What follows belongs to an exercise in optimizing a design on an open flow for small area and a short achievable clock period; a production flow would make more cautious choices.
At most, simulation tests tie the RTL to the original design; equivalence was not proved.

## Top_module
module Top_module(
    First_Num,
    Second_Num,
    Target_Num,
    Clock,
    Reset,
    Result
    );
Size: about 260 cells after synthesis, ~37 flip-flops, ~100 I/O pins, ~0.0035 sq mm of cells after synthesis.
export LEC_CHECK = 0
export CAP_MARGIN = 20
export CORE_MARGIN = 2
export CORE_UTILIZATION = 40
export SLEW_MARGIN = 20
export SYNTH_HIERARCHICAL = 1
create_clock -name core_clock -period 10.0 [get_ports {Clock}]
standard.sh (not shown) runs the stock make flow with config.mk's settings and CLKGATE_MAP_FILE= SYNTH_SCRIPT=/design/flow/synth_recipe.tcl, a recipe that flattens the netlist after the stock synthesis.
==> flow/flow/run.sh <==
#!/bin/bash
# Standard ORFS layout (the standard.sh), except that:
# - the port buffers are the platform's smallest plain buffer instead of the
#   delay buffer buffer_ports picks by default (every port still gets one);
# - clock tree synthesis uses small clock buffers and adds no dummy loads.
set -euo pipefail
bash standard.sh \
  "BUFFER_PORTS_ARGS=-buffer_cell sky130_fd_sc_hd__buf_1" \
  "CTS_ARGS=-sink_clustering_enable -repair_clock_nets -dont_use_dummy_load -buf_list {sky130_fd_sc_hd__clkbuf_4 sky130_fd_sc_hd__clkbuf_8}" \
  finish > standard_make.log 2>&1
Change:
--- a/flow/design.v
+++ b/flow/design.v
@@ -179,23 +179,21 @@
 	wire n99, n100;
 	csa_fa u_n99 (.a(q30), .b(q31), .c(n98), .s(n99), .co(n100));
 	wire n101, n102;
 	csa_fa u_n101 (.a(st_6_0), .b(q32), .c(n100), .s(n101), .co(n102));
 	wire n103 = st_7_0 ^ st_7_1;
 	wire n104 = st_7_0 & st_7_1;
 	wire n105 = st_8_0 ^ n104;
 	wire n106 = st_8_0 & n104;
 	wire n107 = st_9_0 ^ n106;
-	wire [9:0] ra = {st_9_0, st_8_0, st_7_0, st_6_0, q30, q26, q23, q15, q5, st_0_3};
-	wire [9:0] rb = {1'b0, 1'b0, st_7_1, q32, q31, q29, q25, q17, q7, q1};
-	wire [9:0] tot = ra + rb;
+	wire [9:0] tot = {st_9_0, st_8_0, st_7_0, st_6_0, q30, q26, q23, q15, q5, st_0_3} + {1'b0, 1'b0, st_7_1, q32, q31, q29, q25, q17, q7, q1};
 	wire d_neg  = tot[9];
-	wire d_zero = &(~((ra ^ rb) ^ {ra[8:0] | rb[8:0], 1'b0}));
+	wire d_zero = ~|tot;
 	reg [3:0] cnt;
 	always @(posedge Clock or posedge Reset) begin
 		if (Reset) begin
 			st_0_0 <= 1'b0;
 			st_0_1 <= 1'b0;
 			st_0_2 <= 1'b0;
 			st_0_3 <= 1'b0;
 			st_1_0 <= 1'b0;
 			st_1_1 <= 1'b0;
The changed run passed the timing, design-rule and antenna checks.
Register-to-register slack gets worse by 0.11 ns.
Sequential cell count does not change.
Fmax drops by 1.4%.
Die area climbs by 1.7%.
Critical path depth stays the same.
The RTL of the second run of this note was laid out without a check of its function.

========
The RTL this note starts from:
==> flow/design.v <==
module Top_module(
    First_Num,
    Second_Num,
    Target_Num,
    Clock,
    Reset,
    Result
    );
	input [31:0] First_Num;
	input [31:0] Second_Num;
	input [31:0] Target_Num;
	input Clock, Reset;
	output reg [1:0] Result;
	wire [31:0] m1 = ~(First_Num ^ Target_Num);  
	wire [31:0] x2 = Second_Num ^ Target_Num;     
	wire hit1 = &m1;
	wire hit2 = ~|x2;
	reg st_0_0;
	reg st_0_1;
	reg st_1_0;
	reg st_1_1;
	reg st_2_0;
	reg st_2_1;
	reg st_3_0;
	reg st_3_1;
	reg st_4_0;
	reg st_4_1;
	reg st_5_0;
	reg st_5_1;
	reg st_6_0;
	reg st_6_1;
	reg st_7_0;
	reg st_7_1;
	reg st_8_0;
	reg st_8_1;
	reg st_9_0;
	reg st_9_1;
	wire n1, n2;
	csa_fa u_n1 (.a(st_0_0), .b(st_0_1), .c(m1[0]), .s(n1), .co(n2));
	wire n3, n4;
	csa_fa u_n3 (.a(m1[10]), .b(m1[11]), .c(m1[12]), .s(n3), .co(n4));
	wire n5, n6;
	csa_fa u_n5 (.a(m1[13]), .b(m1[14]), .c(m1[15]), .s(n5), .co(n6));
	wire n7, n8;
	csa_fa u_n7 (.a(m1[16]), .b(m1[17]), .c(m1[18]), .s(n7), .co(n8));
	wire n9, n10;
	csa_fa u_n9 (.a(m1[19]), .b(m1[1]), .c(m1[20]), .s(n9), .co(n10));
	wire n11, n12;
	csa_fa u_n11 (.a(m1[21]), .b(m1[22]), .c(m1[23]), .s(n11), .co(n12));
	wire n13, n14;
	csa_fa u_n13 (.a(m1[24]), .b(m1[25]), .c(m1[26]), .s(n13), .co(n14));
	wire n15, n16;
	csa_fa u_n15 (.a(m1[27]), .b(m1[28]), .c(m1[29]), .s(n15), .co(n16));
	wire n17, n18;
	csa_fa u_n17 (.a(m1[2]), .b(m1[30]), .c(m1[31]), .s(n17), .co(n18));
	wire n19, n20;
	csa_fa u_n19 (.a(m1[3]), .b(m1[4]), .c(m1[5]), .s(n19), .co(n20));
	wire n21, n22;
	csa_fa u_n21 (.a(m1[6]), .b(m1[7]), .c(m1[8]), .s(n21), .co(n22));
	wire n23, n24;
	csa_fa u_n23 (.a(m1[9]), .b(x2[0]), .c(x2[10]), .s(n23), .co(n24));
	wire n25, n26;
	csa_fa u_n25 (.a(x2[11]), .b(x2[12]), .c(x2[13]), .s(n25), .co(n26));
	wire n27, n28;
	csa_fa u_n27 (.a(x2[14]), .b(x2[15]), .c(x2[16]), .s(n27), .co(n28));
	wire n29, n30;
	csa_fa u_n29 (.a(x2[17]), .b(x2[18]), .c(x2[19]), .s(n29), .co(n30));
	wire n31, n32;
	csa_fa u_n31 (.a(x2[1]), .b(x2[20]), .c(x2[21]), .s(n31), .co(n32));
	wire n33, n34;
	csa_fa u_n33 (.a(x2[22]), .b(x2[23]), .c(x2[24]), .s(n33), .co(n34));
	wire n35, n36;
	csa_fa u_n35 (.a(x2[25]), .b(x2[26]), .c(x2[27]), .s(n35), .co(n36));
	wire n37, n38;
	csa_fa u_n37 (.a(x2[28]), .b(x2[29]), .c(x2[2]), .s(n37), .co(n38));
	wire n39, n40;
	csa_fa u_n39 (.a(x2[30]), .b(x2[31]), .c(x2[3]), .s(n39), .co(n40));
	wire n41, n42;
	csa_fa u_n41 (.a(x2[4]), .b(x2[5]), .c(x2[6]), .s(n41), .co(n42));
	wire n43, n44;
	csa_fa u_n43 (.a(x2[7]), .b(x2[8]), .c(x2[9]), .s(n43), .co(n44));
	wire n45, n46;
	csa_fa u_n45 (.a(n1), .b(n11), .c(n13), .s(n45), .co(n46));
	wire n47, n48;
	csa_fa u_n47 (.a(n15), .b(n17), .c(n19), .s(n47), .co(n48));
	wire n49, n50;
	csa_fa u_n49 (.a(n21), .b(n23), .c(n25), .s(n49), .co(n50));
	wire n51, n52;
	csa_fa u_n51 (.a(n27), .b(n29), .c(n3), .s(n51), .co(n52));
	wire n53, n54;
	csa_fa u_n53 (.a(n31), .b(n33), .c(n35), .s(n53), .co(n54));
	wire n55, n56;
	csa_fa u_n55 (.a(n37), .b(n39), .c(n41), .s(n55), .co(n56));
	wire n57, n58;
	csa_fa u_n57 (.a(n43), .b(n5), .c(n7), .s(n57), .co(n58));
	wire n59, n60;
	csa_fa u_n59 (.a(n9), .b(n45), .c(n47), .s(n59), .co(n60));
	wire n61, n62;
	csa_fa u_n61 (.a(n49), .b(n51), .c(n53), .s(n61), .co(n62));
	wire n63, n64;
	csa_fa u_n63 (.a(n55), .b(n57), .c(n59), .s(n63), .co(n64));
	wire n65, n66;
	csa_fa u_n65 (.a(st_1_0), .b(st_1_1), .c(n10), .s(n65), .co(n66));
	wire n67, n68;
	csa_fa u_n67 (.a(n12), .b(n14), .c(n16), .s(n67), .co(n68));
	wire n69, n70;
	csa_fa u_n69 (.a(n18), .b(n2), .c(n20), .s(n69), .co(n70));
	wire n71, n72;
	csa_fa u_n71 (.a(n22), .b(n24), .c(n26), .s(n71), .co(n72));
	wire n73, n74;
	csa_fa u_n73 (.a(n28), .b(n30), .c(n32), .s(n73), .co(n74));
	wire n75, n76;
	csa_fa u_n75 (.a(n34), .b(n36), .c(n38), .s(n75), .co(n76));
	wire n77, n78;
	csa_fa u_n77 (.a(n4), .b(n40), .c(n42), .s(n77), .co(n78));
	wire n79, n80;
	csa_fa u_n79 (.a(n44), .b(n6), .c(n8), .s(n79), .co(n80));
	wire n81, n82;
	csa_fa u_n81 (.a(n46), .b(n48), .c(n50), .s(n81), .co(n82));
	wire n83, n84;
	csa_fa u_n83 (.a(n52), .b(n54), .c(n56), .s(n83), .co(n84));
	wire n85, n86;
	csa_fa u_n85 (.a(n58), .b(n65), .c(n67), .s(n85), .co(n86));
	wire n87, n88;
	csa_fa u_n87 (.a(n69), .b(n71), .c(n73), .s(n87), .co(n88));
	wire n89, n90;
	csa_fa u_n89 (.a(n75), .b(n77), .c(n79), .s(n89), .co(n90));
	wire n91, n92;
	csa_fa u_n91 (.a(n60), .b(n62), .c(n81), .s(n91), .co(n92));
	wire n93, n94;
	csa_fa u_n93 (.a(n83), .b(n85), .c(n87), .s(n93), .co(n94));
	wire n95, n96;
	csa_fa u_n95 (.a(n89), .b(n64), .c(n91), .s(n95), .co(n96));
	wire n97, n98;
	csa_fa u_n97 (.a(st_2_0), .b(st_2_1), .c(n66), .s(n97), .co(n98));
	wire n99, n100;
	csa_fa u_n99 (.a(n68), .b(n70), .c(n72), .s(n99), .co(n100));
	wire n101, n102;
	csa_fa u_n101 (.a(n74), .b(n76), .c(n78), .s(n101), .co(n102));
	wire n103, n104;
	csa_fa u_n103 (.a(n80), .b(n101), .c(n82), .s(n103), .co(n104));
	wire n105, n106;
	csa_fa u_n105 (.a(n84), .b(n86), .c(n88), .s(n105), .co(n106));
	wire n107, n108;
	csa_fa u_n107 (.a(n90), .b(n97), .c(n99), .s(n107), .co(n108));
	wire n109, n110;
	csa_fa u_n109 (.a(n103), .b(n105), .c(n107), .s(n109), .co(n110));
	wire n111, n112;
	csa_fa u_n111 (.a(n92), .b(n94), .c(n109), .s(n111), .co(n112));
	wire n113, n114;
	csa_fa u_n113 (.a(st_3_0), .b(st_3_1), .c(n100), .s(n113), .co(n114));
	wire n115, n116;
	csa_fa u_n115 (.a(n102), .b(n98), .c(n104), .s(n115), .co(n116));
	wire n117, n118;
	csa_fa u_n117 (.a(n106), .b(n108), .c(n113), .s(n117), .co(n118));
	wire n119, n120;
	csa_fa u_n119 (.a(n110), .b(n115), .c(n117), .s(n119), .co(n120));
	wire n121, n122;
	csa_fa u_n121 (.a(st_4_0), .b(st_4_1), .c(n114), .s(n121), .co(n122));
	wire n123, n124;
	csa_fa u_n123 (.a(n116), .b(n118), .c(n121), .s(n123), .co(n124));
	wire n125, n126;
	csa_fa u_n125 (.a(st_5_0), .b(st_5_1), .c(n122), .s(n125), .co(n126));
	wire n127 = st_6_0 ^ st_6_1;
	wire n128 = st_6_0 & st_6_1;
	wire n129 = st_7_0 ^ st_7_1;
	wire n130 = st_7_0 & st_7_1;
	wire n131 = st_8_0 ^ st_8_1;
	wire n132 = st_8_0 & st_8_1;
	wire n133 = st_9_0 ^ st_9_1;
	wire [9:0] tot = {st_9_0, st_8_0, st_7_0, st_6_0, st_5_0, st_4_0, st_3_0, st_2_0, st_1_0, st_0_0} + {st_9_1, st_8_1, st_7_1, st_6_1, st_5_1, st_4_1, st_3_1, st_2_1, st_1_1, st_0_1};
	wire d_neg  = tot[9];
	wire d_zero = ~|tot;
	reg [3:0] cnt;
	always @(posedge Clock or posedge Reset) begin
		if (Reset) begin
			st_0_0 <= 1'b0;
			st_0_1 <= 1'b0;
			st_1_0 <= 1'b0;
			st_1_1 <= 1'b0;
			st_2_0 <= 1'b0;
			st_2_1 <= 1'b0;
			st_3_0 <= 1'b0;
			st_3_1 <= 1'b0;
			st_4_0 <= 1'b0;
			st_4_1 <= 1'b0;
			st_5_0 <= 1'b1;
			st_5_1 <= 1'b0;
			st_6_0 <= 1'b1;
			st_6_1 <= 1'b0;
			st_7_0 <= 1'b1;
			st_7_1 <= 1'b0;
			st_8_0 <= 1'b0;
			st_8_1 <= 1'b0;
			st_9_0 <= 1'b1;
			st_9_1 <= 1'b0;
		end else begin
			st_0_0 <= n61;
			st_0_1 <= n63;
			st_1_0 <= n93;
			st_1_1 <= n95;
			st_2_0 <= n111;
			st_2_1 <= n96;
			st_3_0 <= n112;
			st_3_1 <= n119;
			st_4_0 <= n120;
			st_4_1 <= n123;
			st_5_0 <= n124;
			st_5_1 <= n125;
			st_6_0 <= n126;
			st_6_1 <= n127;
			st_7_0 <= n128;
			st_7_1 <= n129;
			st_8_0 <= n130;
			st_8_1 <= n131;
			st_9_0 <= n132;
			st_9_1 <= n133;
		end
	end
	always @(posedge Clock or posedge Reset) begin
		if (Reset) begin
			Result <= 2'b00;
			cnt <= 4'd0;
		end else begin
			cnt <= cnt + 4'd1;
			if (Result == 2'b00) begin
				if (hit1 | hit2)
					Result <= {hit2, hit1};
				else if (cnt[3] & cnt[0])  
					Result <= {d_neg | d_zero, ~d_neg};
			end
		end
	end
endmodule
module csa_fa(a, b, c, s, co);
	input a, b, c;
	output s, co;
	assign s = a ^ b ^ c;
	assign co = (a & b) | (a & c) | (b & c);
endmodule
==> flow/config.mk <==
export PLATFORM = sky130hd
export DESIGN_NAME = Top_module
export DESIGN_NICKNAME = Top_module
export VERILOG_FILES = /design/flow/design.v
export SDC_FILE = /design/flow/constraint.sdc
export NUM_CORES = 4
export LEC_CHECK = 0
export CAP_MARGIN = 20
export CORE_MARGIN = 2
export CORE_UTILIZATION = 40
export SLEW_MARGIN = 20
export SYNTH_HIERARCHICAL = 1
==> flow/constraint.sdc <==
create_clock -name core_clock -period 10.0 [get_ports {Clock}]
set_input_delay 2.0000 -clock core_clock [delete_from_list [all_inputs] [get_ports {Clock}]]
set_output_delay 2.0000 -clock core_clock [all_outputs]
set_load 0.01 [all_outputs]
==> flow/flow/run.sh <==
#!/bin/bash
# Standard ORFS layout (the standard.sh), except that the port buffers
# are the platform's smallest plain buffer instead of the delay buffer
# buffer_ports picks by default. Every port still gets its own buffer.
set -euo pipefail
bash standard.sh "BUFFER_PORTS_ARGS=-buffer_cell sky130_fd_sc_hd__buf_1" finish > standard_make.log 2>&1
The starting point went through all stages and came out clean.
Edit:
--- a/flow/design.v
+++ b/flow/design.v
@@ -30,11 +30,8 @@
 	reg st_6_0;
 	reg st_6_1;
 	reg st_7_0;
-	reg st_7_1;
 	reg st_8_0;
-	reg st_8_1;
 	reg st_9_0;
-	reg st_9_1;
 	wire n1, n2;
 	csa_fa u_n1 (.a(st_0_0), .b(st_0_1), .c(m1[0]), .s(n1), .co(n2));
 	wire n3, n4;
@@ -163,12 +160,12 @@
 	csa_fa u_n125 (.a(st_5_0), .b(st_5_1), .c(n122), .s(n125), .co(n126));
 	wire n127 = st_6_0 ^ st_6_1;
 	wire n128 = st_6_0 & st_6_1;
-	wire n129 = st_7_0 ^ st_7_1;
-	wire n130 = st_7_0 & st_7_1;
-	wire n131 = st_8_0 ^ st_8_1;
-	wire n132 = st_8_0 & st_8_1;
-	wire n133 = st_9_0 ^ st_9_1;
-	wire [9:0] tot = {st_9_0, st_8_0, st_7_0, st_6_0, st_5_0, st_4_0, st_3_0, st_2_0, st_1_0, st_0_0} + {st_9_1, st_8_1, st_7_1, st_6_1, st_5_1, st_4_1, st_3_1, st_2_1, st_1_1, st_0_1};
+	wire n129 = st_7_0 ^ n128;
+	wire n130 = st_7_0 & n128;
+	wire n131 = st_8_0 ^ n130;
+	wire n132 = st_8_0 & n130;
+	wire n133 = st_9_0 ^ n132;
+	wire [9:0] tot = {st_9_0, st_8_0, st_7_0, st_6_0, st_5_0, st_4_0, st_3_0, st_2_0, st_1_0, st_0_0} + {1'b0, 1'b0, 1'b0, st_6_1, st_5_1, st_4_1, st_3_1, st_2_1, st_1_1, st_0_1};
 	wire d_neg  = tot[9];
 	wire d_zero = ~|tot;
 	reg [3:0] cnt;
@@ -189,11 +186,8 @@
 			st_6_0 <= 1'b1;
 			st_6_1 <= 1'b0;
 			st_7_0 <= 1'b1;
-			st_7_1 <= 1'b0;
 			st_8_0 <= 1'b0;
-			st_8_1 <= 1'b0;
 			st_9_0 <= 1'b1;
-			st_9_1 <= 1'b0;
 		end else begin
 			st_0_0 <= n61;
 			st_0_1 <= n63;
@@ -209,12 +203,9 @@
 			st_5_1 <= n125;
 			st_6_0 <= n126;
 			st_6_1 <= n127;
-			st_7_0 <= n128;
-			st_7_1 <= n129;
-			st_8_0 <= n130;
-			st_8_1 <= n131;
-			st_9_0 <= n132;
-			st_9_1 <= n133;
+			st_7_0 <= n129;
+			st_8_0 <= n131;
+			st_9_0 <= n133;
 		end
 	end
 	always @(posedge Clock or posedge Reset) begin
The new run ran to the end with no violations.
Worst setup slack gets better by 27 ps.
Hold slack hardly moves.
Global-route usage goes up by 1.7 points.
Utilization goes up by 1.0 points.
Register-to-register slack barely changes.
Routed wire length goes up by about 0.9%.
Sequential cell count goes down by 3.
Synthesized cell count goes down by 2.0%.
Design area goes down by about 2.6%.
Die area goes down by 2.5%.
Clock-buffer cell count is unchanged.
For the second run of this note, only the layout was checked, not whether the RTL still works.

static timing again, ports no longer ideal:
How much do the figures lean on ideal ports? The routed layouts below were timed once more, with nothing changed but the port constraints.
Step 1 assumes that a clkbuf_16 drives the clock port and a buf_2 every other input.
Step 2 also shifts input and output timing later by t, the mid clock arrival at the registers, as if the neighbouring blocks saw the same clock.
a / b / c = ideal / step 1 / step 2; a / b = the first two.
| run | shift t [ns] | setup WS [ns] | cell pins on the clock port's net |
|---|---|---|---|
| the first run of note 1 | 0.307 | 6.203 / 6.208 / 5.900 | 1 |
| the second run of note 1 | 0.302 | 6.148 / 6.154 / 5.852 | 1 |
| the first run of note 2 | 0.290 | 4.787 / 4.787 / 4.497 | 1 |
| the second run of note 2 | 0.285 | 4.814 / 4.807 / 4.522 | 1 |
After both steps every run listed still meets setup and hold. For the first run of note 1, which loses most, drivers alone change the setup slack by +0.005 ns; drivers and shift together by -0.303 ns.
